Context: an optimization exercise on an open-source flow, tuned for small area, a short achievable clock period and few clock cycles per item. The choices shown serve that exercise and are no tape-out recipe.
The RTL was checked by simulation tests, not by an equivalence proof against the original design.

## design/flow/design.v

```verilog
module bmul (
    input wire [13:0] a,
    input wire [15:0] b,
    input wire neg,
    input wire [15:0] ea,
    input wire [8:0] eb,
    output wire [15:0] p
);
    wire [16:0] be = {b, 1'b0};
    wire [14:0] ae = {a[13], a};
    wire n0 = be[2] ^ neg;
    wire o0 = be[1] ^ be[0];
    wire t0 = (be[2] & ~be[1] & ~be[0]) | (~be[2] & be[1] & be[0]);
    wire p0_0 = (o0 & ae[0]) ^ n0;
    wire p0_1 = ((o0 & ae[1]) | (t0 & ae[0])) ^ n0;
    wire p0_2 = ((o0 & ae[2]) | (t0 & ae[1])) ^ n0;
    wire p0_3 = ((o0 & ae[3]) | (t0 & ae[2])) ^ n0;
    wire p0_4 = ((o0 & ae[4]) | (t0 & ae[3])) ^ n0;
    wire p0_5 = ((o0 & ae[5]) | (t0 & ae[4])) ^ n0;
    wire p0_6 = ((o0 & ae[6]) | (t0 & ae[5])) ^ n0;
    wire p0_7 = ((o0 & ae[7]) | (t0 & ae[6])) ^ n0;
    wire p0_8 = ((o0 & ae[8]) | (t0 & ae[7])) ^ n0;
    wire p0_9 = ((o0 & ae[9]) | (t0 & ae[8])) ^ n0;
    wire p0_10 = ((o0 & ae[10]) | (t0 & ae[9])) ^ n0;
    wire p0_11 = ((o0 & ae[11]) | (t0 & ae[10])) ^ n0;
    wire p0_12 = ((o0 & ae[12]) | (t0 & ae[11])) ^ n0;
    wire p0_13 = ((o0 & ae[13]) | (t0 & ae[12])) ^ n0;
    wire p0_14 = ~(((o0 & ae[14]) | (t0 & ae[13])) ^ n0);
    wire n1 = be[4] ^ neg;
    wire o1 = be[3] ^ be[2];
    wire t1 = (be[4] & ~be[3] & ~be[2]) | (~be[4] & be[3] & be[2]);
    wire p1_0 = (o1 & ae[0]) ^ n1;
    wire p1_1 = ((o1 & ae[1]) | (t1 & ae[0])) ^ n1;
    wire p1_2 = ((o1 & ae[2]) | (t1 & ae[1])) ^ n1;
    wire p1_3 = ((o1 & ae[3]) | (t1 & ae[2])) ^ n1;
    wire p1_4 = ((o1 & ae[4]) | (t1 & ae[3])) ^ n1;
    wire p1_5 = ((o1 & ae[5]) | (t1 & ae[4])) ^ n1;
    wire p1_6 = ((o1 & ae[6]) | (t1 & ae[5])) ^ n1;
    wire p1_7 = ((o1 & ae[7]) | (t1 & ae[6])) ^ n1;
    wire p1_8 = ((o1 & ae[8]) | (t1 & ae[7])) ^ n1;
    wire p1_9 = ((o1 & ae[9]) | (t1 & ae[8])) ^ n1;
    wire p1_10 = ((o1 & ae[10]) | (t1 & ae[9])) ^ n1;
    wire p1_11 = ((o1 & ae[11]) | (t1 & ae[10])) ^ n1;
    wire p1_12 = ((o1 & ae[12]) | (t1 & ae[11])) ^ n1;
    wire p1_13 = ((o1 & ae[13]) | (t1 & ae[12])) ^ n1;
    wire p1_14 = ~(((o1 & ae[14]) | (t1 & ae[13])) ^ n1);
    wire n2 = be[6] ^ neg;
    wire o2 = be[5] ^ be[4];
    wire t2 = (be[6] & ~be[5] & ~be[4]) | (~be[6] & be[5] & be[4]);
    wire p2_0 = (o2 & ae[0]) ^ n2;
    wire p2_1 = ((o2 & ae[1]) | (t2 & ae[0])) ^ n2;
    wire p2_2 = ((o2 & ae[2]) | (t2 & ae[1])) ^ n2;
    wire p2_3 = ((o2 & ae[3]) | (t2 & ae[2])) ^ n2;
    wire p2_4 = ((o2 & ae[4]) | (t2 & ae[3])) ^ n2;
    wire p2_5 = ((o2 & ae[5]) | (t2 & ae[4])) ^ n2;
    wire p2_6 = ((o2 & ae[6]) | (t2 & ae[5])) ^ n2;
    wire p2_7 = ((o2 & ae[7]) | (t2 & ae[6])) ^ n2;
    wire p2_8 = ((o2 & ae[8]) | (t2 & ae[7])) ^ n2;
    wire p2_9 = ((o2 & ae[9]) | (t2 & ae[8])) ^ n2;
    wire p2_10 = ((o2 & ae[10]) | (t2 & ae[9])) ^ n2;
    wire p2_11 = ((o2 & ae[11]) | (t2 & ae[10])) ^ n2;
    wire p2_12 = ((o2 & ae[12]) | (t2 & ae[11])) ^ n2;
    wire p2_13 = ((o2 & ae[13]) | (t2 & ae[12])) ^ n2;
    wire p2_14 = ~(((o2 & ae[14]) | (t2 & ae[13])) ^ n2);
    wire n3 = be[8] ^ neg;
    wire o3 = be[7] ^ be[6];
    wire t3 = (be[8] & ~be[7] & ~be[6]) | (~be[8] & be[7] & be[6]);
    wire p3_0 = (o3 & ae[0]) ^ n3;
    wire p3_1 = ((o3 & ae[1]) | (t3 & ae[0])) ^ n3;
    wire p3_2 = ((o3 & ae[2]) | (t3 & ae[1])) ^ n3;
    wire p3_3 = ((o3 & ae[3]) | (t3 & ae[2])) ^ n3;
    wire p3_4 = ((o3 & ae[4]) | (t3 & ae[3])) ^ n3;
    wire p3_5 = ((o3 & ae[5]) | (t3 & ae[4])) ^ n3;
    wire p3_6 = ((o3 & ae[6]) | (t3 & ae[5])) ^ n3;
    wire p3_7 = ((o3 & ae[7]) | (t3 & ae[6])) ^ n3;
    wire p3_8 = ((o3 & ae[8]) | (t3 & ae[7])) ^ n3;
    wire p3_9 = ((o3 & ae[9]) | (t3 & ae[8])) ^ n3;
    wire p3_10 = ((o3 & ae[10]) | (t3 & ae[9])) ^ n3;
    wire p3_11 = ((o3 & ae[11]) | (t3 & ae[10])) ^ n3;
    wire p3_12 = ((o3 & ae[12]) | (t3 & ae[11])) ^ n3;
    wire p3_13 = ((o3 & ae[13]) | (t3 & ae[12])) ^ n3;
    wire p3_14 = ~(((o3 & ae[14]) | (t3 & ae[13])) ^ n3);
    wire n4 = be[10] ^ neg;
    wire o4 = be[9] ^ be[8];
    wire t4 = (be[10] & ~be[9] & ~be[8]) | (~be[10] & be[9] & be[8]);
    wire p4_0 = (o4 & ae[0]) ^ n4;
    wire p4_1 = ((o4 & ae[1]) | (t4 & ae[0])) ^ n4;
    wire p4_2 = ((o4 & ae[2]) | (t4 & ae[1])) ^ n4;
    wire p4_3 = ((o4 & ae[3]) | (t4 & ae[2])) ^ n4;
    wire p4_4 = ((o4 & ae[4]) | (t4 & ae[3])) ^ n4;
    wire p4_5 = ((o4 & ae[5]) | (t4 & ae[4])) ^ n4;
    wire p4_6 = ((o4 & ae[6]) | (t4 & ae[5])) ^ n4;
    wire p4_7 = ((o4 & ae[7]) | (t4 & ae[6])) ^ n4;
    wire p4_8 = ((o4 & ae[8]) | (t4 & ae[7])) ^ n4;
    wire p4_9 = ((o4 & ae[9]) | (t4 & ae[8])) ^ n4;
    wire p4_10 = ((o4 & ae[10]) | (t4 & ae[9])) ^ n4;
    wire p4_11 = ((o4 & ae[11]) | (t4 & ae[10])) ^ n4;
    wire p4_12 = ((o4 & ae[12]) | (t4 & ae[11])) ^ n4;
    wire p4_13 = ((o4 & ae[13]) | (t4 & ae[12])) ^ n4;
    wire p4_14 = ~(((o4 & ae[14]) | (t4 & ae[13])) ^ n4);
    wire n5 = be[12] ^ neg;
    wire o5 = be[11] ^ be[10];
    wire t5 = (be[12] & ~be[11] & ~be[10]) | (~be[12] & be[11] & be[10]);
    wire p5_0 = (o5 & ae[0]) ^ n5;
    wire p5_1 = ((o5 & ae[1]) | (t5 & ae[0])) ^ n5;
    wire p5_2 = ((o5 & ae[2]) | (t5 & ae[1])) ^ n5;
    wire p5_3 = ((o5 & ae[3]) | (t5 & ae[2])) ^ n5;
    wire p5_4 = ((o5 & ae[4]) | (t5 & ae[3])) ^ n5;
    wire p5_5 = ((o5 & ae[5]) | (t5 & ae[4])) ^ n5;
    wire p5_6 = ((o5 & ae[6]) | (t5 & ae[5])) ^ n5;
    wire p5_7 = ((o5 & ae[7]) | (t5 & ae[6])) ^ n5;
    wire p5_8 = ((o5 & ae[8]) | (t5 & ae[7])) ^ n5;
    wire p5_9 = ((o5 & ae[9]) | (t5 & ae[8])) ^ n5;
    wire p5_10 = ((o5 & ae[10]) | (t5 & ae[9])) ^ n5;
    wire p5_11 = ((o5 & ae[11]) | (t5 & ae[10])) ^ n5;
    wire p5_12 = ((o5 & ae[12]) | (t5 & ae[11])) ^ n5;
    wire p5_13 = ((o5 & ae[13]) | (t5 & ae[12])) ^ n5;
    wire p5_14 = ~(((o5 & ae[14]) | (t5 & ae[13])) ^ n5);
    wire n6 = be[14] ^ neg;
    wire o6 = be[13] ^ be[12];
    wire t6 = (be[14] & ~be[13] & ~be[12]) | (~be[14] & be[13] & be[12]);
    wire p6_0 = (o6 & ae[0]) ^ n6;
    wire p6_1 = ((o6 & ae[1]) | (t6 & ae[0])) ^ n6;
    wire p6_2 = ((o6 & ae[2]) | (t6 & ae[1])) ^ n6;
    wire p6_3 = ((o6 & ae[3]) | (t6 & ae[2])) ^ n6;
    wire p6_4 = ((o6 & ae[4]) | (t6 & ae[3])) ^ n6;
    wire p6_5 = ((o6 & ae[5]) | (t6 & ae[4])) ^ n6;
    wire p6_6 = ((o6 & ae[6]) | (t6 & ae[5])) ^ n6;
    wire p6_7 = ((o6 & ae[7]) | (t6 & ae[6])) ^ n6;
    wire p6_8 = ((o6 & ae[8]) | (t6 & ae[7])) ^ n6;
    wire p6_9 = ((o6 & ae[9]) | (t6 & ae[8])) ^ n6;
    wire p6_10 = ((o6 & ae[10]) | (t6 & ae[9])) ^ n6;
    wire p6_11 = ((o6 & ae[11]) | (t6 & ae[10])) ^ n6;
    wire p6_12 = ((o6 & ae[12]) | (t6 & ae[11])) ^ n6;
    wire p6_13 = ((o6 & ae[13]) | (t6 & ae[12])) ^ n6;
    wire p6_14 = ~(((o6 & ae[14]) | (t6 & ae[13])) ^ n6);
    wire n7 = be[16] ^ neg;
    wire o7 = be[15] ^ be[14];
    wire t7 = (be[16] & ~be[15] & ~be[14]) | (~be[16] & be[15] & be[14]);
    wire p7_0 = (o7 & ae[0]) ^ n7;
    wire p7_1 = ((o7 & ae[1]) | (t7 & ae[0])) ^ n7;
    wire p7_2 = ((o7 & ae[2]) | (t7 & ae[1])) ^ n7;
    wire p7_3 = ((o7 & ae[3]) | (t7 & ae[2])) ^ n7;
    wire p7_4 = ((o7 & ae[4]) | (t7 & ae[3])) ^ n7;
    wire p7_5 = ((o7 & ae[5]) | (t7 & ae[4])) ^ n7;
    wire p7_6 = ((o7 & ae[6]) | (t7 & ae[5])) ^ n7;
    wire p7_7 = ((o7 & ae[7]) | (t7 & ae[6])) ^ n7;
    wire p7_8 = ((o7 & ae[8]) | (t7 & ae[7])) ^ n7;
    wire p7_9 = ((o7 & ae[9]) | (t7 & ae[8])) ^ n7;
    wire p7_10 = ((o7 & ae[10]) | (t7 & ae[9])) ^ n7;
    wire p7_11 = ((o7 & ae[11]) | (t7 & ae[10])) ^ n7;
    wire p7_12 = ((o7 & ae[12]) | (t7 & ae[11])) ^ n7;
    wire w1 = ea[1] ^ eb[1];
    wire w2 = ea[1] & eb[1];
    wire w3 = ea[2] ^ eb[2];
    wire w4 = ea[2] & eb[2];
    wire w5 = ea[3] ^ eb[3] ^ 1'b1;
    wire w6 = (ea[3] & eb[3]) | (ea[3] & 1'b1) | (eb[3] & 1'b1);
    wire w7 = n7 ^ p0_14 ^ p1_12;
    wire w8 = (n7 & p0_14) | (n7 & p1_12) | (p0_14 & p1_12);
    wire w9 = ea[4] ^ eb[4] ^ 1'b1;
    wire w10 = (ea[4] & eb[4]) | (ea[4] & 1'b1) | (eb[4] & 1'b1);
    wire w11 = p1_13 ^ p2_11;
    wire w12 = p1_13 & p2_11;
    wire w13 = ea[5] ^ eb[5] ^ p1_14;
    wire w14 = (ea[5] & eb[5]) | (ea[5] & p1_14) | (eb[5] & p1_14);
    wire w15 = ea[6] ^ eb[6];
    wire w16 = ea[6] & eb[6];
    wire w17 = n5 ^ p0_10;
    wire w18 = n5 & p0_10;
    wire w19 = ea[0] ^ eb[0] ^ p0_11;
    wire w20 = (ea[0] & eb[0]) | (ea[0] & p0_11) | (eb[0] & p0_11);
    wire w21 = p1_9 ^ p2_7;
    wire w22 = p1_9 & p2_7;
    wire w23 = n6 ^ w1 ^ p0_12;
    wire w24 = (n6 & w1) | (n6 & p0_12) | (w1 & p0_12);
    wire w25 = p1_10 ^ p2_8 ^ p3_6;
    wire w26 = (p1_10 & p2_8) | (p1_10 & p3_6) | (p2_8 & p3_6);
    wire w27 = p4_4 ^ p5_2;
    wire w28 = p4_4 & p5_2;
    wire w29 = w2 ^ w3 ^ p0_13;
    wire w30 = (w2 & w3) | (w2 & p0_13) | (w3 & p0_13);
    wire w31 = p1_11 ^ p2_9 ^ p3_7;
    wire w32 = (p1_11 & p2_9) | (p1_11 & p3_7) | (p2_9 & p3_7);
    wire w33 = p4_5 ^ p5_3 ^ p6_1;
    wire w34 = (p4_5 & p5_3) | (p4_5 & p6_1) | (p5_3 & p6_1);
    wire w35 = w4 ^ p2_10 ^ p3_8;
    wire w36 = (w4 & p2_10) | (w4 & p3_8) | (p2_10 & p3_8);
    wire w37 = p4_6 ^ p5_4 ^ p6_2;
    wire w38 = (p4_6 & p5_4) | (p4_6 & p6_2) | (p5_4 & p6_2);
    wire w39 = p7_0 ^ w5 ^ w7;
    wire w40 = (p7_0 & w5) | (p7_0 & w7) | (w5 & w7);
    wire w41 = p3_9 ^ p4_7 ^ p5_5;
    wire w42 = (p3_9 & p4_7) | (p3_9 & p5_5) | (p4_7 & p5_5);
    wire w43 = p6_3 ^ p7_1 ^ w6;
    wire w44 = (p6_3 & p7_1) | (p6_3 & w6) | (p7_1 & w6);
    wire w45 = w9 ^ w11 ^ w8;
    wire w46 = (w9 & w11) | (w9 & w8) | (w11 & w8);
    wire w47 = p2_12 ^ p3_10 ^ p4_8;
    wire w48 = (p2_12 & p3_10) | (p2_12 & p4_8) | (p3_10 & p4_8);
    wire w49 = p5_6 ^ p6_4 ^ p7_2;
    wire w50 = (p5_6 & p6_4) | (p5_6 & p7_2) | (p6_4 & p7_2);
    wire w51 = w10 ^ w12 ^ w13;
    wire w52 = (w10 & w12) | (w10 & w13) | (w12 & w13);
    wire w53 = 1'b1 ^ w15 ^ p2_13;
    wire w54 = (1'b1 & w15) | (1'b1 & p2_13) | (w15 & p2_13);
    wire w55 = p3_11 ^ p4_9 ^ p5_7;
    wire w56 = (p3_11 & p4_9) | (p3_11 & p5_7) | (p4_9 & p5_7);
    wire w57 = p6_5 ^ p7_3 ^ w14;
    wire w58 = (p6_5 & p7_3) | (p6_5 & w14) | (p7_3 & w14);
    wire w59 = ea[7] ^ eb[7] ^ w16;
    wire w60 = (ea[7] & eb[7]) | (ea[7] & w16) | (eb[7] & w16);
    wire w61 = p2_14 ^ p3_12 ^ p4_10;
    wire w62 = (p2_14 & p3_12) | (p2_14 & p4_10) | (p3_12 & p4_10);
    wire w63 = p5_8 ^ p6_6 ^ p7_4;
    wire w64 = (p5_8 & p6_6) | (p5_8 & p7_4) | (p6_6 & p7_4);
    wire w65 = ea[8] ^ eb[8] ^ 1'b1;
    wire w66 = (ea[8] & eb[8]) | (ea[8] & 1'b1) | (eb[8] & 1'b1);
    wire w67 = p3_13 ^ p4_11 ^ p5_9;
    wire w68 = (p3_13 & p4_11) | (p3_13 & p5_9) | (p4_11 & p5_9);
    wire w69 = p6_7 ^ p7_5;
    wire w70 = p6_7 & p7_5;
    wire w71 = ea[9] ^ p3_14 ^ p4_12;
    wire w72 = (ea[9] & p3_14) | (ea[9] & p4_12) | (p3_14 & p4_12);
    wire w73 = p5_10 ^ p6_8;
    wire w74 = p5_10 & p6_8;
    wire w75 = ea[10] ^ 1'b1 ^ p4_13;
    wire w76 = (ea[10] & 1'b1) | (ea[10] & p4_13) | (1'b1 & p4_13);
    wire w77 = n3 ^ p0_6;
    wire w78 = n3 & p0_6;
    wire w79 = p0_7 ^ p1_5;
    wire w80 = p0_7 & p1_5;
    wire w81 = n4 ^ p0_8 ^ p1_6;
    wire w82 = (n4 & p0_8) | (n4 & p1_6) | (p0_8 & p1_6);
    wire w83 = p2_4 ^ p3_2;
    wire w84 = p2_4 & p3_2;
    wire w85 = p0_9 ^ p1_7 ^ p2_5;
    wire w86 = (p0_9 & p1_7) | (p0_9 & p2_5) | (p1_7 & p2_5);
    wire w87 = p3_3 ^ p4_1;
    wire w88 = p3_3 & p4_1;
    wire w89 = p1_8 ^ p2_6 ^ p3_4;
    wire w90 = (p1_8 & p2_6) | (p1_8 & p3_4) | (p2_6 & p3_4);
    wire w91 = p4_2 ^ p5_0 ^ w17;
    wire w92 = (p4_2 & p5_0) | (p4_2 & w17) | (p5_0 & w17);
    wire w93 = p3_5 ^ p4_3 ^ p5_1;
    wire w94 = (p3_5 & p4_3) | (p3_5 & p5_1) | (p4_3 & p5_1);
    wire w95 = w18 ^ w21 ^ w19;
    wire w96 = (w18 & w21) | (w18 & w19) | (w21 & w19);
    wire w97 = p6_0 ^ w22 ^ w27;
    wire w98 = (p6_0 & w22) | (p6_0 & w27) | (w22 & w27);
    wire w99 = w20 ^ w23 ^ w25;
    wire w100 = (w20 & w23) | (w20 & w25) | (w23 & w25);
    wire w101 = w28 ^ w24 ^ w26;
    wire w102 = (w28 & w24) | (w28 & w26) | (w24 & w26);
    wire w103 = w29 ^ w31 ^ w33;
    wire w104 = (w29 & w31) | (w29 & w33) | (w31 & w33);
    wire w105 = w30 ^ w32 ^ w34;
    wire w106 = (w30 & w32) | (w30 & w34) | (w32 & w34);
    wire w107 = w35 ^ w37 ^ w39;
    wire w108 = (w35 & w37) | (w35 & w39) | (w37 & w39);
    wire w109 = w36 ^ w38 ^ w41;
    wire w110 = (w36 & w38) | (w36 & w41) | (w38 & w41);
    wire w111 = w43 ^ w40 ^ w45;
    wire w112 = (w43 & w40) | (w43 & w45) | (w40 & w45);
    wire w113 = w42 ^ w47 ^ w49;
    wire w114 = (w42 & w47) | (w42 & w49) | (w47 & w49);
    wire w115 = w44 ^ w46 ^ w51;
    wire w116 = (w44 & w46) | (w44 & w51) | (w46 & w51);
    wire w117 = w48 ^ w50 ^ w53;
    wire w118 = (w48 & w50) | (w48 & w53) | (w50 & w53);
    wire w119 = w55 ^ w52 ^ w57;
    wire w120 = (w55 & w52) | (w55 & w57) | (w52 & w57);
    wire w121 = w59 ^ w54 ^ w56;
    wire w122 = (w59 & w54) | (w59 & w56) | (w54 & w56);
    wire w123 = w61 ^ w63 ^ w58;
    wire w124 = (w61 & w63) | (w61 & w58) | (w63 & w58);
    wire w125 = w65 ^ w69 ^ w60;
    wire w126 = (w65 & w69) | (w65 & w60) | (w69 & w60);
    wire w127 = w62 ^ w64 ^ w67;
    wire w128 = (w62 & w64) | (w62 & w67) | (w64 & w67);
    wire w129 = p7_6 ^ w66 ^ w70;
    wire w130 = (p7_6 & w66) | (p7_6 & w70) | (w66 & w70);
    wire w131 = w73 ^ w68 ^ w71;
    wire w132 = (w73 & w68) | (w73 & w71) | (w68 & w71);
    wire w133 = p5_11 ^ p6_9 ^ p7_7;
    wire w134 = (p5_11 & p6_9) | (p5_11 & p7_7) | (p6_9 & p7_7);
    wire w135 = w74 ^ w72 ^ w75;
    wire w136 = (w74 & w72) | (w74 & w75) | (w72 & w75);
    wire w137 = ea[11] ^ p4_14 ^ p5_12;
    wire w138 = (ea[11] & p4_14) | (ea[11] & p5_12) | (p4_14 & p5_12);
    wire w139 = p6_10 ^ p7_8 ^ w76;
    wire w140 = (p6_10 & p7_8) | (p6_10 & w76) | (p7_8 & w76);
    wire w141 = ea[12] ^ 1'b1 ^ p5_13;
    wire w142 = (ea[12] & 1'b1) | (ea[12] & p5_13) | (1'b1 & p5_13);
    wire w143 = p6_11 ^ p7_9;
    wire w144 = p6_11 & p7_9;
    wire w145 = ea[13] ^ p5_14 ^ p6_12;
    wire w146 = (ea[13] & p5_14) | (ea[13] & p6_12) | (p5_14 & p6_12);
    wire w147 = ea[14] ^ 1'b1;
    wire w148 = ea[14] & 1'b1;
    wire w149 = ~ea[15] ^ 1'b1;
    wire w150 = ~ea[15] & 1'b1;
    wire w151 = n2 ^ p0_4;
    wire w152 = n2 & p0_4;
    wire w153 = p0_5 ^ p1_3;
    wire w154 = p0_5 & p1_3;
    wire w155 = p1_4 ^ p2_2 ^ p3_0;
    wire w156 = (p1_4 & p2_2) | (p1_4 & p3_0) | (p2_2 & p3_0);
    wire w157 = p2_3 ^ p3_1 ^ w78;
    wire w158 = (p2_3 & p3_1) | (p2_3 & w78) | (p3_1 & w78);
    wire w159 = p4_0 ^ w80 ^ w83;
    wire w160 = (p4_0 & w80) | (p4_0 & w83) | (w80 & w83);
    wire w161 = w84 ^ w87 ^ w82;
    wire w162 = (w84 & w87) | (w84 & w82) | (w87 & w82);
    wire w163 = w88 ^ w86 ^ w89;
    wire w164 = (w88 & w86) | (w88 & w89) | (w86 & w89);
    wire w165 = w90 ^ w93 ^ w92;
    wire w166 = (w90 & w93) | (w90 & w92) | (w93 & w92);
    wire w167 = w94 ^ w97 ^ w96;
    wire w168 = (w94 & w97) | (w94 & w96) | (w97 & w96);
    wire w169 = w98 ^ w100 ^ w101;
    wire w170 = (w98 & w100) | (w98 & w101) | (w100 & w101);
    wire w171 = w102 ^ w104 ^ w105;
    wire w172 = (w102 & w104) | (w102 & w105) | (w104 & w105);
    wire w173 = w106 ^ w109 ^ w108;
    wire w174 = (w106 & w109) | (w106 & w108) | (w109 & w108);
    wire w175 = w110 ^ w113 ^ w112;
    wire w176 = (w110 & w113) | (w110 & w112) | (w113 & w112);
    wire w177 = w114 ^ w117 ^ w116;
    wire w178 = (w114 & w117) | (w114 & w116) | (w117 & w116);
    wire w179 = w118 ^ w121 ^ w120;
    wire w180 = (w118 & w121) | (w118 & w120) | (w121 & w120);
    wire w181 = w125 ^ w122 ^ w127;
    wire w182 = (w125 & w122) | (w125 & w127) | (w122 & w127);
    wire w183 = w129 ^ w126 ^ w128;
    wire w184 = (w129 & w126) | (w129 & w128) | (w126 & w128);
    wire w185 = w133 ^ w130 ^ w132;
    wire w186 = (w133 & w130) | (w133 & w132) | (w130 & w132);
    wire w187 = w134 ^ w137 ^ w136;
    wire w188 = (w134 & w137) | (w134 & w136) | (w137 & w136);
    wire w189 = w143 ^ w138 ^ w141;
    wire w190 = (w143 & w138) | (w143 & w141) | (w138 & w141);
    wire w191 = p7_10 ^ w144 ^ w142;
    wire w192 = (p7_10 & w144) | (p7_10 & w142) | (w144 & w142);
    wire w193 = w147 ^ p6_13 ^ p7_11;
    wire w194 = (w147 & p6_13) | (w147 & p7_11) | (p6_13 & p7_11);
    wire w195 = w148 ^ w149 ^ p6_14;
    wire w196 = (w148 & w149) | (w148 & p6_14) | (w149 & p6_14);
    wire w197 = n1 ^ p0_2;
    wire w198 = n1 & p0_2;
    wire w199 = p0_3 ^ p1_1;
    wire w200 = p0_3 & p1_1;
    wire w201 = p1_2 ^ p2_0 ^ w151;
    wire w202 = (p1_2 & p2_0) | (p1_2 & w151) | (p2_0 & w151);
    wire w203 = p2_1 ^ w152 ^ w153;
    wire w204 = (p2_1 & w152) | (p2_1 & w153) | (w152 & w153);
    wire w205 = w154 ^ w77 ^ w155;
    wire w206 = (w154 & w77) | (w154 & w155) | (w77 & w155);
    wire w207 = w79 ^ w156 ^ w157;
    wire w208 = (w79 & w156) | (w79 & w157) | (w156 & w157);
    wire w209 = w81 ^ w158 ^ w159;
    wire w210 = (w81 & w158) | (w81 & w159) | (w158 & w159);
    wire w211 = w85 ^ w160 ^ w161;
    wire w212 = (w85 & w160) | (w85 & w161) | (w160 & w161);
    wire w213 = w91 ^ w162 ^ w163;
    wire w214 = (w91 & w162) | (w91 & w163) | (w162 & w163);
    wire w215 = w164 ^ w95 ^ w165;
    wire w216 = (w164 & w95) | (w164 & w165) | (w95 & w165);
    wire w217 = w99 ^ w166 ^ w167;
    wire w218 = (w99 & w166) | (w99 & w167) | (w166 & w167);
    wire w219 = w103 ^ w168 ^ w169;
    wire w220 = (w103 & w168) | (w103 & w169) | (w168 & w169);
    wire w221 = w170 ^ w171 ^ w107;
    wire w222 = (w170 & w171) | (w170 & w107) | (w171 & w107);
    wire w223 = w172 ^ w111 ^ w173;
    wire w224 = (w172 & w111) | (w172 & w173) | (w111 & w173);
    wire w225 = w115 ^ w174 ^ w175;
    wire w226 = (w115 & w174) | (w115 & w175) | (w174 & w175);
    wire w227 = w119 ^ w176 ^ w177;
    wire w228 = (w119 & w176) | (w119 & w177) | (w176 & w177);
    wire w229 = w123 ^ w178 ^ w179;
    wire w230 = (w123 & w178) | (w123 & w179) | (w178 & w179);
    wire w231 = w181 ^ w124 ^ w180;
    wire w232 = (w181 & w124) | (w181 & w180) | (w124 & w180);
    wire w233 = w131 ^ w182 ^ w183;
    wire w234 = (w131 & w182) | (w131 & w183) | (w182 & w183);
    wire w235 = w135 ^ w184 ^ w185;
    wire w236 = (w135 & w184) | (w135 & w185) | (w184 & w185);
    wire w237 = w139 ^ w186 ^ w187;
    wire w238 = (w139 & w186) | (w139 & w187) | (w186 & w187);
    wire w239 = w189 ^ w140 ^ w188;
    wire w240 = (w189 & w140) | (w189 & w188) | (w140 & w188);
    wire w241 = w145 ^ w190 ^ w191;
    wire w242 = (w145 & w190) | (w145 & w191) | (w190 & w191);
    wire w243 = w193 ^ w146 ^ w192;
    wire w244 = (w193 & w146) | (w193 & w192) | (w146 & w192);
    wire w245 = p7_12 ^ w194 ^ w195;
    wire w246 = (p7_12 & w194) | (p7_12 & w195) | (w194 & w195);
    wire w247 = n0 & p0_0;
    wire w248 = n0 ^ p0_0;
    wire w249 = w197 & p1_0;
    wire w250 = w197 ^ p1_0;
    wire w251 = w198 & w199;
    wire w252 = w198 ^ w199;
    wire w253 = w200 & w201;
    wire w254 = w200 ^ w201;
    wire w255 = w202 & w203;
    wire w256 = w202 ^ w203;
    wire w257 = w204 & w205;
    wire w258 = w204 ^ w205;
    wire w259 = w206 & w207;
    wire w260 = w206 ^ w207;
    wire w261 = w208 & w209;
    wire w262 = w208 ^ w209;
    wire w263 = w210 & w211;
    wire w264 = w210 ^ w211;
    wire w265 = w212 & w213;
    wire w266 = w212 ^ w213;
    wire w267 = w214 & w215;
    wire w268 = w214 ^ w215;
    wire w269 = w216 & w217;
    wire w270 = w216 ^ w217;
    wire w271 = w218 & w219;
    wire w272 = w218 ^ w219;
    wire w273 = w220 & w221;
    wire w274 = w220 ^ w221;
    wire w275 = w222 & w223;
    wire w276 = w222 ^ w223;
    wire w277 = w224 & w225;
    wire w278 = w224 ^ w225;
    wire w279 = w226 & w227;
    wire w280 = w226 ^ w227;
    wire w281 = w228 & w229;
    wire w282 = w228 ^ w229;
    wire w283 = w230 & w231;
    wire w284 = w230 ^ w231;
    wire w285 = w232 & w233;
    wire w286 = w232 ^ w233;
    wire w287 = w234 & w235;
    wire w288 = w234 ^ w235;
    wire w289 = w236 & w237;
    wire w290 = w236 ^ w237;
    wire w291 = w238 & w239;
    wire w292 = w238 ^ w239;
    wire w293 = w240 & w241;
    wire w294 = w240 ^ w241;
    wire w295 = w242 & w243;
    wire w296 = w242 ^ w243;
    wire w297 = w244 & w245;
    wire w298 = w244 ^ w245;
    wire w299 = p0_1 & w247;
    wire w300 = w251 | (w252 & w249);
    wire w301 = w252 & w250;
    wire w302 = w255 | (w256 & w253);
    wire w303 = w256 & w254;
    wire w304 = w259 | (w260 & w257);
    wire w305 = w260 & w258;
    wire w306 = w263 | (w264 & w261);
    wire w307 = w264 & w262;
    wire w308 = w267 | (w268 & w265);
    wire w309 = w268 & w266;
    wire w310 = w271 | (w272 & w269);
    wire w311 = w272 & w270;
    wire w312 = w275 | (w276 & w273);
    wire w313 = w276 & w274;
    wire w314 = w279 | (w280 & w277);
    wire w315 = w280 & w278;
    wire w316 = w283 | (w284 & w281);
    wire w317 = w284 & w282;
    wire w318 = w287 | (w288 & w285);
    wire w319 = w288 & w286;
    wire w320 = w291 | (w292 & w289);
    wire w321 = w292 & w290;
    wire w322 = w295 | (w296 & w293);
    wire w323 = w296 & w294;
    wire w324 = w249 | (w250 & w299);
    wire w325 = w300 | (w301 & w299);
    wire w326 = w257 | (w258 & w302);
    wire w327 = w258 & w303;
    wire w328 = w304 | (w305 & w302);
    wire w329 = w305 & w303;
    wire w330 = w265 | (w266 & w306);
    wire w331 = w266 & w307;
    wire w332 = w308 | (w309 & w306);
    wire w333 = w309 & w307;
    wire w334 = w273 | (w274 & w310);
    wire w335 = w274 & w311;
    wire w336 = w312 | (w313 & w310);
    wire w337 = w313 & w311;
    wire w338 = w281 | (w282 & w314);
    wire w339 = w282 & w315;
    wire w340 = w316 | (w317 & w314);
    wire w341 = w317 & w315;
    wire w342 = w289 | (w290 & w318);
    wire w343 = w290 & w319;
    wire w344 = w320 | (w321 & w318);
    wire w345 = w321 & w319;
    wire w346 = w297 | (w298 & w322);
    wire w347 = w298 & w323;
    wire w348 = w253 | (w254 & w325);
    wire w349 = w302 | (w303 & w325);
    wire w350 = w326 | (w327 & w325);
    wire w351 = w328 | (w329 & w325);
    wire w352 = w269 | (w270 & w332);
    wire w353 = w270 & w333;
    wire w354 = w310 | (w311 & w332);
    wire w355 = w311 & w333;
    wire w356 = w334 | (w335 & w332);
    wire w357 = w335 & w333;
    wire w358 = w336 | (w337 & w332);
    wire w359 = w337 & w333;
    wire w360 = w285 | (w286 & w340);
    wire w361 = w286 & w341;
    wire w362 = w318 | (w319 & w340);
    wire w363 = w319 & w341;
    wire w364 = w342 | (w343 & w340);
    wire w365 = w343 & w341;
    wire w366 = w344 | (w345 & w340);
    wire w367 = w345 & w341;
    wire w368 = w261 | (w262 & w351);
    wire w369 = w306 | (w307 & w351);
    wire w370 = w330 | (w331 & w351);
    wire w371 = w332 | (w333 & w351);
    wire w372 = w352 | (w353 & w351);
    wire w373 = w354 | (w355 & w351);
    wire w374 = w356 | (w357 & w351);
    wire w375 = w358 | (w359 & w351);
    wire w376 = w293 | (w294 & w366);
    wire w377 = w294 & w367;
    wire w378 = w322 | (w323 & w366);
    wire w379 = w323 & w367;
    wire w380 = w346 | (w347 & w366);
    wire w381 = w347 & w367;
    wire w382 = w277 | (w278 & w375);
    wire w383 = w314 | (w315 & w375);
    wire w384 = w338 | (w339 & w375);
    wire w385 = w340 | (w341 & w375);
    wire w386 = w360 | (w361 & w375);
    wire w387 = w362 | (w363 & w375);
    wire w388 = w364 | (w365 & w375);
    wire w389 = w366 | (w367 & w375);
    wire w390 = w376 | (w377 & w375);
    wire w391 = w378 | (w379 & w375);
    wire w392 = w380 | (w381 & w375);
    wire w393 = w268 ^ w370;
    wire w394 = w270 ^ w371;
    wire w395 = w272 ^ w372;
    wire w396 = w274 ^ w373;
    wire w397 = w276 ^ w374;
    wire w398 = w278 ^ w375;
    wire w399 = w280 ^ w382;
    wire w400 = w282 ^ w383;
    wire w401 = w284 ^ w384;
    wire w402 = w286 ^ w385;
    wire w403 = w288 ^ w386;
    wire w404 = w290 ^ w387;
    wire w405 = w292 ^ w388;
    wire w406 = w294 ^ w389;
    wire w407 = w296 ^ w390;
    wire w408 = w298 ^ w391;
    assign p = {w408, w407, w406, w405, w404, w403, w402, w401, w400, w399, w398, w397, w396, w395, w394, w393};
endmodule
module pre85 (
    input wire [14:0] X2,
    output wire [9:0] u1
);
    wire w1 = X2[0] ^ X2[2];
    wire w2 = X2[0] & X2[2];
    wire w3 = X2[1] ^ X2[3];
    wire w4 = X2[1] & X2[3];
    wire w5 = X2[2] ^ X2[4];
    wire w6 = X2[2] & X2[4];
    wire w7 = X2[3] ^ X2[5];
    wire w8 = X2[3] & X2[5];
    wire w9 = X2[4] ^ X2[6];
    wire w10 = X2[4] & X2[6];
    wire w11 = X2[5] ^ X2[7];
    wire w12 = X2[5] & X2[7];
    wire w13 = X2[6] ^ X2[8];
    wire w14 = X2[6] & X2[8];
    wire w15 = X2[7] ^ X2[9];
    wire w16 = X2[7] & X2[9];
    wire w17 = X2[8] ^ X2[10];
    wire w18 = X2[8] & X2[10];
    wire w19 = X2[0] ^ X2[2];
    wire w20 = X2[0] & X2[2];
    wire w21 = X2[1] ^ X2[3];
    wire w22 = X2[1] & X2[3];
    wire w23 = X2[4] ^ X2[6] ^ X2[0];
    wire w24 = (X2[4] & X2[6]) | (X2[4] & X2[0]) | (X2[6] & X2[0]);
    wire w25 = X2[5] ^ X2[7] ^ w2;
    wire w26 = (X2[5] & X2[7]) | (X2[5] & w2) | (X2[7] & w2);
    wire w27 = X2[6] ^ X2[8] ^ w4;
    wire w28 = (X2[6] & X2[8]) | (X2[6] & w4) | (X2[8] & w4);
    wire w29 = X2[7] ^ X2[9] ^ w6;
    wire w30 = (X2[7] & X2[9]) | (X2[7] & w6) | (X2[9] & w6);
    wire w31 = X2[8] ^ X2[10] ^ w8;
    wire w32 = (X2[8] & X2[10]) | (X2[8] & w8) | (X2[10] & w8);
    wire w33 = X2[9] ^ X2[11] ^ w10;
    wire w34 = (X2[9] & X2[11]) | (X2[9] & w10) | (X2[11] & w10);
    wire w35 = X2[10] ^ X2[12] ^ w12;
    wire w36 = (X2[10] & X2[12]) | (X2[10] & w12) | (X2[12] & w12);
    wire w37 = X2[11] ^ X2[13] ^ w14;
    wire w38 = (X2[11] & X2[13]) | (X2[11] & w14) | (X2[13] & w14);
    wire w39 = X2[12] ^ X2[14] ^ w16;
    wire w40 = (X2[12] & X2[14]) | (X2[12] & w16) | (X2[14] & w16);
    wire w41 = X2[9] ^ X2[11] ^ X2[13];
    wire w42 = (X2[9] & X2[11]) | (X2[9] & X2[13]) | (X2[11] & X2[13]);
    wire w43 = X2[10] ^ X2[12];
    wire w44 = X2[10] & X2[12];
    wire w45 = X2[0] ^ X2[2];
    wire w46 = X2[0] & X2[2];
    wire w47 = X2[1] ^ X2[3];
    wire w48 = X2[1] & X2[3];
    wire w49 = X2[4] ^ X2[0] ^ w19;
    wire w50 = (X2[4] & X2[0]) | (X2[4] & w19) | (X2[0] & w19);
    wire w51 = X2[5] ^ w20 ^ w21;
    wire w52 = (X2[5] & w20) | (X2[5] & w21) | (w20 & w21);
    wire w53 = w22 ^ w1 ^ w23;
    wire w54 = (w22 & w1) | (w22 & w23) | (w1 & w23);
    wire w55 = w3 ^ w24 ^ w25;
    wire w56 = (w3 & w24) | (w3 & w25) | (w24 & w25);
    wire w57 = w5 ^ w26 ^ w27;
    wire w58 = (w5 & w26) | (w5 & w27) | (w26 & w27);
    wire w59 = w7 ^ w28 ^ w29;
    wire w60 = (w7 & w28) | (w7 & w29) | (w28 & w29);
    wire w61 = w9 ^ w30 ^ w31;
    wire w62 = (w9 & w30) | (w9 & w31) | (w30 & w31);
    wire w63 = w11 ^ w32 ^ w33;
    wire w64 = (w11 & w32) | (w11 & w33) | (w32 & w33);
    wire w65 = w13 ^ w34 ^ w35;
    wire w66 = (w13 & w34) | (w13 & w35) | (w34 & w35);
    wire w67 = w15 ^ w36 ^ w37;
    wire w68 = (w15 & w36) | (w15 & w37) | (w36 & w37);
    wire w69 = w17 ^ w38 ^ w39;
    wire w70 = (w17 & w38) | (w17 & w39) | (w38 & w39);
    wire w71 = w18 ^ w41 ^ w40;
    wire w72 = (w18 & w41) | (w18 & w40) | (w41 & w40);
    wire w73 = X2[14] ^ w43 ^ w42;
    wire w74 = (X2[14] & w43) | (X2[14] & w42) | (w43 & w42);
    wire w75 = X2[11] ^ X2[13] ^ w44;
    wire w76 = (X2[11] & X2[13]) | (X2[11] & w44) | (X2[13] & w44);
    wire w77 = X2[12] ^ X2[14];
    wire w78 = X2[12] & X2[14];
    wire w79 = X2[0] & X2[0];
    wire w80 = X2[0] ^ X2[0];
    wire w81 = w45 & X2[0];
    wire w82 = w45 ^ X2[0];
    wire w83 = w46 & w47;
    wire w84 = w46 ^ w47;
    wire w85 = w48 & w49;
    wire w86 = w48 ^ w49;
    wire w87 = w50 & w51;
    wire w88 = w50 ^ w51;
    wire w89 = w52 & w53;
    wire w90 = w52 ^ w53;
    wire w91 = w54 & w55;
    wire w92 = w54 ^ w55;
    wire w93 = w56 & w57;
    wire w94 = w56 ^ w57;
    wire w95 = w58 & w59;
    wire w96 = w58 ^ w59;
    wire w97 = w60 & w61;
    wire w98 = w60 ^ w61;
    wire w99 = w62 & w63;
    wire w100 = w62 ^ w63;
    wire w101 = w64 & w65;
    wire w102 = w64 ^ w65;
    wire w103 = w66 & w67;
    wire w104 = w66 ^ w67;
    wire w105 = w68 & w69;
    wire w106 = w68 ^ w69;
    wire w107 = w70 & w71;
    wire w108 = w70 ^ w71;
    wire w109 = w72 & w73;
    wire w110 = w72 ^ w73;
    wire w111 = w74 & w75;
    wire w112 = w74 ^ w75;
    wire w113 = w76 & w77;
    wire w114 = w76 ^ w77;
    wire w115 = w78 & X2[13];
    wire w116 = w78 ^ X2[13];
    wire w117 = X2[1] & w79;
    wire w118 = w83 | (w84 & w81);
    wire w119 = w84 & w82;
    wire w120 = w87 | (w88 & w85);
    wire w121 = w88 & w86;
    wire w122 = w91 | (w92 & w89);
    wire w123 = w92 & w90;
    wire w124 = w95 | (w96 & w93);
    wire w125 = w96 & w94;
    wire w126 = w99 | (w100 & w97);
    wire w127 = w100 & w98;
    wire w128 = w103 | (w104 & w101);
    wire w129 = w104 & w102;
    wire w130 = w107 | (w108 & w105);
    wire w131 = w108 & w106;
    wire w132 = w111 | (w112 & w109);
    wire w133 = w112 & w110;
    wire w134 = w115 | (w116 & w113);
    wire w135 = w116 & w114;
    wire w136 = w81 | (w82 & w117);
    wire w137 = w118 | (w119 & w117);
    wire w138 = w89 | (w90 & w120);
    wire w139 = w90 & w121;
    wire w140 = w122 | (w123 & w120);
    wire w141 = w123 & w121;
    wire w142 = w97 | (w98 & w124);
    wire w143 = w98 & w125;
    wire w144 = w126 | (w127 & w124);
    wire w145 = w127 & w125;
    wire w146 = w105 | (w106 & w128);
    wire w147 = w106 & w129;
    wire w148 = w130 | (w131 & w128);
    wire w149 = w131 & w129;
    wire w150 = w113 | (w114 & w132);
    wire w151 = w114 & w133;
    wire w152 = w134 | (w135 & w132);
    wire w153 = w135 & w133;
    wire w154 = w85 | (w86 & w137);
    wire w155 = w120 | (w121 & w137);
    wire w156 = w138 | (w139 & w137);
    wire w157 = w140 | (w141 & w137);
    wire w158 = w101 | (w102 & w144);
    wire w159 = w102 & w145;
    wire w160 = w128 | (w129 & w144);
    wire w161 = w129 & w145;
    wire w162 = w146 | (w147 & w144);
    wire w163 = w147 & w145;
    wire w164 = w148 | (w149 & w144);
    wire w165 = w149 & w145;
    wire w166 = X2[14] & w152;
    wire w167 = X2[14] & w153;
    wire w168 = w93 | (w94 & w157);
    wire w169 = w124 | (w125 & w157);
    wire w170 = w142 | (w143 & w157);
    wire w171 = w144 | (w145 & w157);
    wire w172 = w158 | (w159 & w157);
    wire w173 = w160 | (w161 & w157);
    wire w174 = w162 | (w163 & w157);
    wire w175 = w164 | (w165 & w157);
    wire w176 = w109 | (w110 & w175);
    wire w177 = w132 | (w133 & w175);
    wire w178 = w150 | (w151 & w175);
    wire w179 = w152 | (w153 & w175);
    wire w180 = w166 | (w167 & w175);
    wire w181 = w100 ^ w170;
    wire w182 = w102 ^ w171;
    wire w183 = w104 ^ w172;
    wire w184 = w106 ^ w173;
    wire w185 = w108 ^ w174;
    wire w186 = w110 ^ w175;
    wire w187 = w112 ^ w176;
    wire w188 = w114 ^ w177;
    wire w189 = w116 ^ w178;
    wire w190 = X2[14] ^ w179;
    assign u1 = {w190, w189, w188, w187, w186, w185, w184, w183, w182, w181};
endmodule
module pre2 (
    input wire [13:0] T,
    input wire s,
    output wire [8:0] q
);
    wire [13:0] Tn = T ^ {14{~s}};
    wire sx = ~s & Tn[13];
    wire m3 = ~s & Tn[0];
    wire m4 = s ? T[0] : Tn[1];
    wire m5 = s ? T[1] : Tn[2];
    wire m6 = s ? T[2] : Tn[3];
    wire m7 = s ? T[3] : Tn[4];
    wire m8 = s ? T[4] : Tn[5];
    wire m9 = s ? T[5] : Tn[6];
    wire m10 = s ? T[6] : Tn[7];
    wire m11 = s ? T[7] : Tn[8];
    wire m12 = s ? T[8] : Tn[9];
    wire m13 = s ? T[9] : Tn[10];
    wire m14 = s ? T[10] : Tn[11];
    wire m15 = s ? T[11] : Tn[12];
    wire m16 = s ? T[12] : Tn[13];
    wire m17 = s ? T[13] : sx;
    wire w1 = s ^ ~s;
    wire w2 = s & ~s;
    wire w3 = s ^ m4;
    wire w4 = s & m4;
    wire w5 = s ^ m5;
    wire w6 = s & m5;
    wire w7 = s ^ m6;
    wire w8 = s & m6;
    wire w9 = s ^ m7;
    wire w10 = s & m7;
    wire w11 = s ^ m8;
    wire w12 = s & m8;
    wire w13 = s ^ ~s;
    wire w14 = s & ~s;
    wire w15 = s ^ Tn[1];
    wire w16 = s & Tn[1];
    wire w17 = s ^ Tn[2];
    wire w18 = s & Tn[2];
    wire w19 = m3 ^ Tn[3] ^ w1;
    wire w20 = (m3 & Tn[3]) | (m3 & w1) | (Tn[3] & w1);
    wire w21 = Tn[4] ^ w2 ^ w3;
    wire w22 = (Tn[4] & w2) | (Tn[4] & w3) | (w2 & w3);
    wire w23 = Tn[5] ^ w4 ^ w5;
    wire w24 = (Tn[5] & w4) | (Tn[5] & w5) | (w4 & w5);
    wire w25 = Tn[6] ^ w6 ^ w7;
    wire w26 = (Tn[6] & w6) | (Tn[6] & w7) | (w6 & w7);
    wire w27 = Tn[7] ^ w8 ^ w9;
    wire w28 = (Tn[7] & w8) | (Tn[7] & w9) | (w8 & w9);
    wire w29 = Tn[8] ^ w10 ^ w11;
    wire w30 = (Tn[8] & w10) | (Tn[8] & w11) | (w10 & w11);
    wire w31 = m9 ^ Tn[9] ^ w12;
    wire w32 = (m9 & Tn[9]) | (m9 & w12) | (Tn[9] & w12);
    wire w33 = m10 ^ Tn[10];
    wire w34 = m10 & Tn[10];
    wire w35 = m11 ^ Tn[11];
    wire w36 = m11 & Tn[11];
    wire w37 = m12 ^ Tn[12];
    wire w38 = m12 & Tn[12];
    wire w39 = m13 ^ Tn[13];
    wire w40 = m13 & Tn[13];
    wire w41 = m14 ^ sx;
    wire w42 = m14 & sx;
    wire w43 = m15 ^ sx;
    wire w44 = m15 & sx;
    wire w45 = m16 ^ sx;
    wire w46 = m16 & sx;
    wire w47 = m17 ^ sx;
    wire w48 = m17 & sx;
    wire w49 = w13 & Tn[0];
    wire w50 = w13 ^ Tn[0];
    wire w51 = w14 & w15;
    wire w52 = w14 ^ w15;
    wire w53 = w16 & w17;
    wire w54 = w16 ^ w17;
    wire w55 = w18 & w19;
    wire w56 = w18 ^ w19;
    wire w57 = w20 & w21;
    wire w58 = w20 ^ w21;
    wire w59 = w22 & w23;
    wire w60 = w22 ^ w23;
    wire w61 = w24 & w25;
    wire w62 = w24 ^ w25;
    wire w63 = w26 & w27;
    wire w64 = w26 ^ w27;
    wire w65 = w28 & w29;
    wire w66 = w28 ^ w29;
    wire w67 = w30 & w31;
    wire w68 = w30 ^ w31;
    wire w69 = w32 & w33;
    wire w70 = w32 ^ w33;
    wire w71 = w34 & w35;
    wire w72 = w34 ^ w35;
    wire w73 = w36 & w37;
    wire w74 = w36 ^ w37;
    wire w75 = w38 & w39;
    wire w76 = w38 ^ w39;
    wire w77 = w40 & w41;
    wire w78 = w40 ^ w41;
    wire w79 = w42 & w43;
    wire w80 = w42 ^ w43;
    wire w81 = w44 & w45;
    wire w82 = w44 ^ w45;
    wire w83 = w46 & w47;
    wire w84 = w46 ^ w47;
    wire w85 = w51 | (w52 & w49);
    wire w86 = w55 | (w56 & w53);
    wire w87 = w56 & w54;
    wire w88 = w59 | (w60 & w57);
    wire w89 = w60 & w58;
    wire w90 = w63 | (w64 & w61);
    wire w91 = w64 & w62;
    wire w92 = w67 | (w68 & w65);
    wire w93 = w68 & w66;
    wire w94 = w71 | (w72 & w69);
    wire w95 = w72 & w70;
    wire w96 = w75 | (w76 & w73);
    wire w97 = w76 & w74;
    wire w98 = w79 | (w80 & w77);
    wire w99 = w80 & w78;
    wire w100 = w83 | (w84 & w81);
    wire w101 = w84 & w82;
    wire w102 = w53 | (w54 & w85);
    wire w103 = w86 | (w87 & w85);
    wire w104 = w61 | (w62 & w88);
    wire w105 = w62 & w89;
    wire w106 = w90 | (w91 & w88);
    wire w107 = w91 & w89;
    wire w108 = w69 | (w70 & w92);
    wire w109 = w70 & w93;
    wire w110 = w94 | (w95 & w92);
    wire w111 = w95 & w93;
    wire w112 = w77 | (w78 & w96);
    wire w113 = w78 & w97;
    wire w114 = w98 | (w99 & w96);
    wire w115 = w99 & w97;
    wire w116 = w57 | (w58 & w103);
    wire w117 = w88 | (w89 & w103);
    wire w118 = w104 | (w105 & w103);
    wire w119 = w106 | (w107 & w103);
    wire w120 = w73 | (w74 & w110);
    wire w121 = w74 & w111;
    wire w122 = w96 | (w97 & w110);
    wire w123 = w97 & w111;
    wire w124 = w112 | (w113 & w110);
    wire w125 = w113 & w111;
    wire w126 = w114 | (w115 & w110);
    wire w127 = w115 & w111;
    wire w128 = w65 | (w66 & w119);
    wire w129 = w92 | (w93 & w119);
    wire w130 = w108 | (w109 & w119);
    wire w131 = w110 | (w111 & w119);
    wire w132 = w120 | (w121 & w119);
    wire w133 = w122 | (w123 & w119);
    wire w134 = w124 | (w125 & w119);
    wire w135 = w126 | (w127 & w119);
    wire w136 = w81 | (w82 & w135);
    wire w137 = w100 | (w101 & w135);
    wire w138 = w68 ^ w128;
    wire w139 = w70 ^ w129;
    wire w140 = w72 ^ w130;
    wire w141 = w74 ^ w131;
    wire w142 = w76 ^ w132;
    wire w143 = w78 ^ w133;
    wire w144 = w80 ^ w134;
    wire w145 = w82 ^ w135;
    wire w146 = w84 ^ w136;
    assign q = {w146, w145, w144, w143, w142, w141, w140, w139, w138};
endmodule
module main (
    input wire [15:0] v, x,
    input wire clk, reset, start,
    output wire done,
    output wire [15:0] final_result
);
    reg [5:0] p;
    reg done_r;
    reg [14:0] X2;
    reg [13:0] T;
    reg [15:0] F;
    wire [9:0] u1;
    pre85 p85 (.X2(X2), .u1(u1));
    wire [8:0] a23;
    pre2 p23 (.T(T), .s(p[2]), .q(a23));
    wire [8:0] t9 = T[8:0];
    wire k1 = (t9 != 9'd0), k2 = (t9 >= 9'd90), k3 = (t9 >= 9'd179);
    wire k4 = (t9 >= 9'd268), k5 = (t9 >= 9'd357), k6 = (t9 >= 9'd446);
    wire [2:0] a4 = {k4, (k2 & ~k4) | k6, (k1 & ~k2) | (k3 & ~k4) | (k5 & ~k6)};
    wire [13:0] ra = p[1] ? 14'd2048 : F[13:0];
    wire [13:0] rb = p[1] ? {1'b1, ~X2[14:1]} : T;
    wire [14:0] rc;
    wire [13:0] acc_n;
    assign rc[0] = p[1] & ~X2[0];
    genvar i;
    generate
        for (i = 0; i < 14; i = i + 1) begin : rip
            assign acc_n[i] = ra[i] ^ rb[i] ^ rc[i];
            assign rc[i+1] = (ra[i] & rb[i]) | (ra[i] & rc[i]) | (rb[i] & rc[i]);
        end
    endgenerate
    wire [13:0] A = ({14{p[0]}} & x[13:0]) | ({14{p[1]}} & {4'b0, u1}) |
                    ({14{p[2] | p[3]}} & {5'b0, a23}) | ({14{p[4]}} & {11'b0, a4}) |
                    ({14{p[5]}} & F[13:0]);
    wire [15:0] B = ({16{p[0]}} & {{2{x[13]}}, x[13:0]}) | ({16{p[5]}} & v) |
                    ({16{~p[0] & ~p[5]}} & {1'b0, X2});
    wire [15:0] ea = {16{p[4]}} & {{2{F[13]}}, F[13:0]};
    wire [8:0] eb = {9{p[4]}} & T[8:0];
    wire [15:0] P;
    bmul mul (.a(A), .b(B), .neg(p[2] | p[4]), .ea(ea), .eb(eb), .p(P));
    always @(posedge clk) begin
        if (reset) begin
            p <= 6'b000001;
            done_r <= 1'b0;
        end else begin
            if (p[0]) begin
                if (start) begin p <= 6'b000010; done_r <= 1'b0; end
            end else begin
                p <= {p[4:0], p[5]};
                if (p[5]) done_r <= 1'b1;
            end
        end
    end
    always @(posedge clk) begin
        if (p[0]) X2 <= P[14:0];
        T <= P[13:0];
        if (p[4] | p[5]) F <= P;
        else if (!p[0]) F[13:0] <= acc_n;
    end
    assign done = done_r;
    assign final_result = F;
endmodule
```

## design/flow/run.sh

```bash
#!/bin/bash
# synth_recipe.tcl (not shown) runs the flow's synth.tcl, then flattens the netlist and writes it again
# the make line also repeats each setting of config.mk as NAME=value (left out here)
make -C /OpenROAD-flow-scripts/flow DESIGN_CONFIG=/design/flow/config.mk WORK_HOME=/design/flow/orfs CLKGATE_MAP_FILE= SYNTH_SCRIPT=/design/flow/synth_recipe.tcl finish
```

## design/flow/config.mk

```make
export PLATFORM = sky130hd
export DESIGN_NAME = main
export DESIGN_NICKNAME = main
export VERILOG_FILES = /design/flow/design.v
export SDC_FILE = /design/flow/constraint.sdc
export NUM_CORES = 4
export LEC_CHECK = 0
export ABC_AREA = 1
export CAP_MARGIN = 20
export CORE_MARGIN = 2
export CORE_UTILIZATION = 40
export SETUP_SLACK_MARGIN = 3.5
export SLEW_MARGIN = 20
```

## design/flow/constraint.sdc

```tcl
create_clock -name core_clock -period 13.0 [get_ports {clk}]
set_input_delay 2.6000 -clock core_clock [delete_from_list [all_inputs] [get_ports {clk}]]
set_output_delay 2.6000 -clock core_clock [all_outputs]
set_load 0.01 [all_outputs]
```

==> results of run 1 <==
[tightest hold or removal path, cell delays in order (launching register included)]
cell     delay (ns)
dfxtp_1        0.32
nand2_1        0.06
a21oi_1        0.05
[routing by layer]
layer	GRT usage	part of all wire	up-vias
li1	-	-	5287
met1	0.317	0.45	5164
met2	0.382	0.46	312
met3	0.0396	0.065	44
met4	0.0451	0.022	0
met5	0	0	-
[synth_stat cells, types with 15 or more instances]
master / count
nand2_1: 518
inv_1: 305
fa_1: 139
ha_1: 108
nand3_1: 87
xor2_1: 78
nor2_1: 66
o21ai_0: 54
a21oi_1: 45
o22ai_1: 35
edfxtp_1: 31
nand2_2: 28
dfxtp_1: 21
buf_2: 16
o21ai_1: 15
[flip-flops by register name, indices dropped and copies added, names as in the netlist]
| signal | flops |
|---|---|
| T | 14 |
| p | 6 |
| X2 | 15 |
| done_r | 1 |
| F | 16 |
[cell families (layout without fill, tap and decap cells)]
| family | Yosys count | in the layout | synth area share |
|---|---|---|---|
| AO/OA/AOI/OAI | 181 | 181 | 0.0906 |
| buffers and inverters | 368 | 401 | 0.122 |
| flip-flops | 52 | 52 | 0.112 |
| adder cells (fa/ha/maj) | 247 | 247 | 0.344 |
| XOR/XNOR | 88 | 88 | 0.0647 |
| AND/OR/NAND/NOR | 756 | 756 | 0.266 |
[layout make-up]
type | instances | area, sq um | area share
multi-input combinational | 1272 | 9220 | 0.705
sequential | 52 | 1350 | 0.103
inverter | 324 | 1220 | 0.0935
timing repair buffer | 69 | 641 | 0.0490
tap | 390 | 488 | 0.0373
clock buffer | 5 | 125 | 0.00957
clock inverter | 3 | 26.3 | 0.00201
[per-stage QoR]
step                setup slack (ns)   util  cell area, sq um  hold WS [ns]
global route                    3.51  0.441             13100         0.535
floorplan                       5.03      -             12000         0.477
detailed placement              3.64  0.435             12900         0.461
finish                          3.96  0.441             13100         0.467
global placement                3.65  0.435             12900         0.452
CTS                             3.95  0.440             13100         0.472
[cell usage in the layout, fill, tap and decap left out, types with 35 or more instances in the layout]
master and n:
nand2_1 518, inv_1 305, fa_1 139, ha_1 108, nand3_1 87, xor2_1 78
nor2_1 66, o21ai_0 53, clkdlybuf4s50_1 49, a21oi_1 45, o22ai_1 35
[what timing repair did]
action / CTS / global route
setup endpoints to repair: 0 / 5
hold buffers: 0 / 0
setup buffers: 0 / 0
gates resized for setup: 0 / 3
[final timing paths]
path | slack (ns) | to | cells after the start | from
setup / recovery | 3.96 | F[15] | 32 | x[9]
hold / removal | 0.47 | done_r | 2 | done_r
setup reg to reg | 4.11 | F[5] | 43 | X2[1]
hold reg to reg | 0.47 | done_r | 2 | done_r
==> results.txt, run 1 <==
outcome=no timing/DRC/antenna violations; H-tree levels=2; WP buf/inv=6; Synth top area share=0.231; Slowest cell on crit path=a21oi_1; syn avg cell area=roughly 7.1 sq um; post-synthesis instance total=roughly 1700; clk latency of the worst-skew pair=0.30 ns; most common flop cell mapped by yosys=edfxtp_1; Slew Limit Headroom=0.396; Die Y=177 microns; Total GRT Usage=0.230; Critical Path Most Common Cell=nand2_1; Clock Skew=0.00500 ns; total wire length=35100 microns; Final #Nets=2006; register area share after synthesis=0.112; fill count=3149; WP data arrival=9.10 ns; CTS clk-pin slew, worst paths=0.08 ns; largest net degree at the start of global routing=33; estimated wirelength of the detail-placed design=28500 microns; Mapped Nets=1974; Async SR Flop Fraction=0; ant diodes=0; Yosys cell types=50; CORE AREA=0.0296 sq mm; Max Slew Vio Count=0; Setup TNS=0 ns; Req. time, crit path=13.06 ns; mapped cell area=around 0.012 sq mm; TritonCTS clock tree=built; drt pass-1 iters=5; initial core utilization=0.406; Startpoint Class=input port; Area contributors post-synth=fa_1 23%, nand2_1 16%, ha_1 11%; die footprint=0.0315 sq mm; top achievable clock speed=111 MHz; worst-margin pin slew=0.904 ns; DRC Markers=0; RSZ-0062 raised after global routing=false; Final Cycle Share=0.695; worst min path class=reg2reg; # rows=63; total global routing overflow=0; Finished Layout Cells=between 2000 and 2500; largest delay contributor family on the critical path=adder cells; Setup Crit Path Kind=in2reg; DR vias=between 10000 and 15000; initial DRC count=867; GP Congestion=~0.88; remaining antenna violation count=0; Max Cap Viol=0; CP Capture Type=register; CTS Buf Count=5; CTS Sinks=52; DR WL/cell=16.6 microns; Yosys warning count=1; Final min period=9.04 ns; vias in the first global route=between 10000 and 15000; antenna violations before repair=0; I/O pins=52; Area Growth Syn to Fin=8.71%; Cells after DPL=2107; post-synthesis register bit count=52; final hold vios=0; setup violators final=0; crit-path max FO=9; Longest Clk Path Bufs=2; DR vias/cell=5.11; Post-synth EDFFs=31; first-pass GRT wire length=roughly 56000 microns; Clock Tree Root=clkbuf_16; area leader, netlist=fa_1; layout cells sized above 1=0.0626; PortBufs=49; CP peak stage delay=0.55 ns; Die X=177 microns
Testbench counts, summed over its fixed seeds: cycles 14,400, items 2,400.
==> inputs of run 2 (changes only) <==
==> design/flow/flow/run.sh (new file) <==
#!/bin/bash
# The standard layout, with plain buffers on the ports instead of the delay
# cells buffer_ports picks by default. Every tool's output goes to
# standard_flow.log in this folder.
set -euo pipefail
export BUFFER_PORTS_ARGS="-buffer_cell sky130_fd_sc_hd__buf_2"
bash standard.sh > standard_flow.log 2>&1
==> design/flow/standard.sh (new file) <==
#!/bin/bash
# synth_recipe.tcl (not shown) runs the flow's synth.tcl, then flattens the netlist and writes it again
# the make line also repeats each setting of config.mk as NAME=value (left out here)
make -C /OpenROAD-flow-scripts/flow DESIGN_CONFIG=/design/flow/config.mk WORK_HOME=/design/flow/orfs CLKGATE_MAP_FILE= SYNTH_SCRIPT=/design/flow/synth_recipe.tcl "${@:-finish}"
removed: design/flow/run.sh
==> run 2 against run 1 <==
Still clean. Synthesized cell count unchanged. Critical path type is now reg2reg. Largest cell class unchanged. Critical endpoint is now F[5]. Critical path depth is 11 higher.
==> results.txt, run 2 <==
final hold vios=0; CTS clk-pin slew, worst paths=0.08 ns; Clock Skew=a little over 0.007 ns; DRC Markers=0; Yosys cell types=50; WP data arrival=9.06 ns; DR vias=10877; Slowest cell on crit path=fa_1; commonest cells after routing, fill and taps aside=518 x nand2_1, 305 x inv_1, 139 x fa_1; Die X=177 microns; setup bufs post-CTS=0; CORE AREA=0.0296 sq mm; biggest regs=F x16, X2 x15, T x14; outcome=no timing/DRC/antenna violations; setup ws final=4.07 ns; Async SR Flop Fraction=0; post-CTS sizing=0; TritonCTS clock tree=built; top-count cell post-synth=nand2_1; Max Cap Viol=0; ant diodes=0; post-synthesis instance total=1692; final core utilization=0.433; H-tree levels=2; Req. time, crit path=13.13 ns; first-pass GRT wire length=55600 microns; max reg flops=16; largest delay contributor family on the critical path=adder cells; total global routing overflow=0; Setup WS pre-CTS=3.46 ns; die footprint=between 0.03 and 0.04 sq mm; # rows=63; largest register by flop count=F; initial core utilization=0.406; Setup TNS=0 ns; Max Slew Vio Count=0; CP peak stage delay=0.56 ns; largest net degree at the start of global routing=37; Slew Limit Headroom=0.232; Die Y=177 microns; Mapped Nets=1974; Final Cycle Share=0.687; GP Congestion=0.866; DR vias/cell=5.15; CP Capture Type=register; syn avg cell area=7.10 sq um; area leader, netlist=fa_1; hold buffers post-CTS=0; worst min path class=reg2reg; Total GRT Usage=0.226; Longest Clk Path Bufs=2; crit-path max FO=10; fill count=3088; top achievable clock speed=around 110 MHz; Synth top area share=0.231; estimated wirelength of the detail-placed design=28100 microns; RSZ-0062 raised after global routing=true; drt pass-1 iters=5; setup violators final=0; post-synthesis register bit count=52; DR WL/cell=16.4 microns; Final #Nets=2004; Setup Crit Path Kind=reg2reg; Post-synth EDFFs=31; Hold Worst Slack=0.478 ns; I/O pins=52; Final min period=between 8 and 9 ns; total wire length=approximately 35000 microns; Clock Tree Root=clkbuf_16; worst-margin pin slew=1.14 ns; antenna violations before repair=0; remaining antenna violation count=0; CTS Sinks=52; PortBufs=49; Critical Path Most Common Cell=nand2_1; Area contributors post-synth=fa_1 23%, nand2_1 16%, ha_1 11%; commonest non-fill, non-tap cell in the layout=nand2_1; clk latency of the worst-skew pair=roughly 0.30 ns; layout cells sized above 1=0.0905; vias in the first global route=10412; mapped cell area=0.0120 sq mm; Synth top cells by count=518 x nand2_1, 305 x inv_1, 139 x fa_1; Yosys warning count=1; Startpoint Class=register; register area share after synthesis=0.112; most common flop cell mapped by yosys=edfxtp_1; initial DRC count=approximately 900; Area Growth Syn to Fin=6.77%; CTS Buf Count=5; WP buf/inv=9
-- run 2: cell counts after synthesis --
Identical to the previous run, type by type.
-- run 2: per-stage QoR --
stage | instances | cell area, sq um
after global placement | 2105 | 12600
after floorplan | 1692 | 12000
final | 2113 | 12800
after global routing | 2113 | 12800
after CTS | 2113 | 12800
after detailed placement | 2105 | 12600
-- run 2: cell type report --
cell class	count	area [sq um]	share of cell area
sequential	52	1350	0.105
multi-input combinational	1272	9210	0.718
tap	390	488	0.0380
timing repair buffer	67	380	0.0296
clock inverter	1	8.76	0.000682
inverter	324	1220	0.0952
clock buffer	7	175	0.0136
-- run 2: metal layers --
layer	vias to the layer above	global-route usage	wire [microns]
met5	-	0	0
met4	0	0.0338	490
met3	35	0.0263	2120
met2	369	0.381	16200
met1	5179	0.318	15800
li1	5294	-	-
-- run 2: cells by family (layout without fill, tap and decap cells) --
group / after synthesis / after routing / share of synthesized area
AOI/OAI and AO/OA: 181 / 181 / 0.0906
xor gates and xnor gates: 88 / 88 / 0.0647
adders and majority gates: 247 / 247 / 0.344
buffers and inverters: 368 / 399 / 0.122
DFF: 52 / 52 / 0.112
and+or+nand+nor: 756 / 756 / 0.266
-- run 2: final timing paths --
| check | to | slack [ns] | cells past startpoint | startpoint |
|---|---|---|---|---|
| worst min register to register | done_r | 0.48 | 2 | done_r |
| worst max-delay path | F[5] | 4.07 | 43 | X2[1] |
| worst max register to register | F[5] | 4.07 | 43 | X2[1] |
| worst min-delay path | done_r | 0.48 | 2 | done_r |
-- run 2: tightest hold or removal path: cells and delay by family (launching register included) --
family	cells	cell delay, ns
compound gates	1	0.05
simple gates	1	0.06
flops	1	0.32

[re-timing with driven ports]
The results above use ideal ports. As a check the final layouts listed here were re-extracted and re-timed, cells and wires unchanged. Step 1, drivers: a clkbuf_16 drives clk and a buf_2 each remaining input, both assumed. Step 2 also shifts input and output timing later by t, the mid clock arrival at the registers, as if the neighbouring blocks saw the same clock. Slacks: ideal ports / drivers / drivers and shift; pairs: ideal ports / drivers.
run | shift t [ns] | slack for setup (ns) | hold slack, ns | worst setup path at the end
run 1 | 0.340 | 3.964 / 3.980 / 3.640 | 0.467 / 0.467 / 0.467 | input to register
run 2 | 0.336 | 4.068 / 4.068 / 3.806 | 0.478 / 0.478 / 0.478 | input to register
After both steps every run listed still meets setup and hold. For run 1, which loses most, drivers alone change the setup slack by +0.016 ns; drivers and shift together by -0.324 ns.
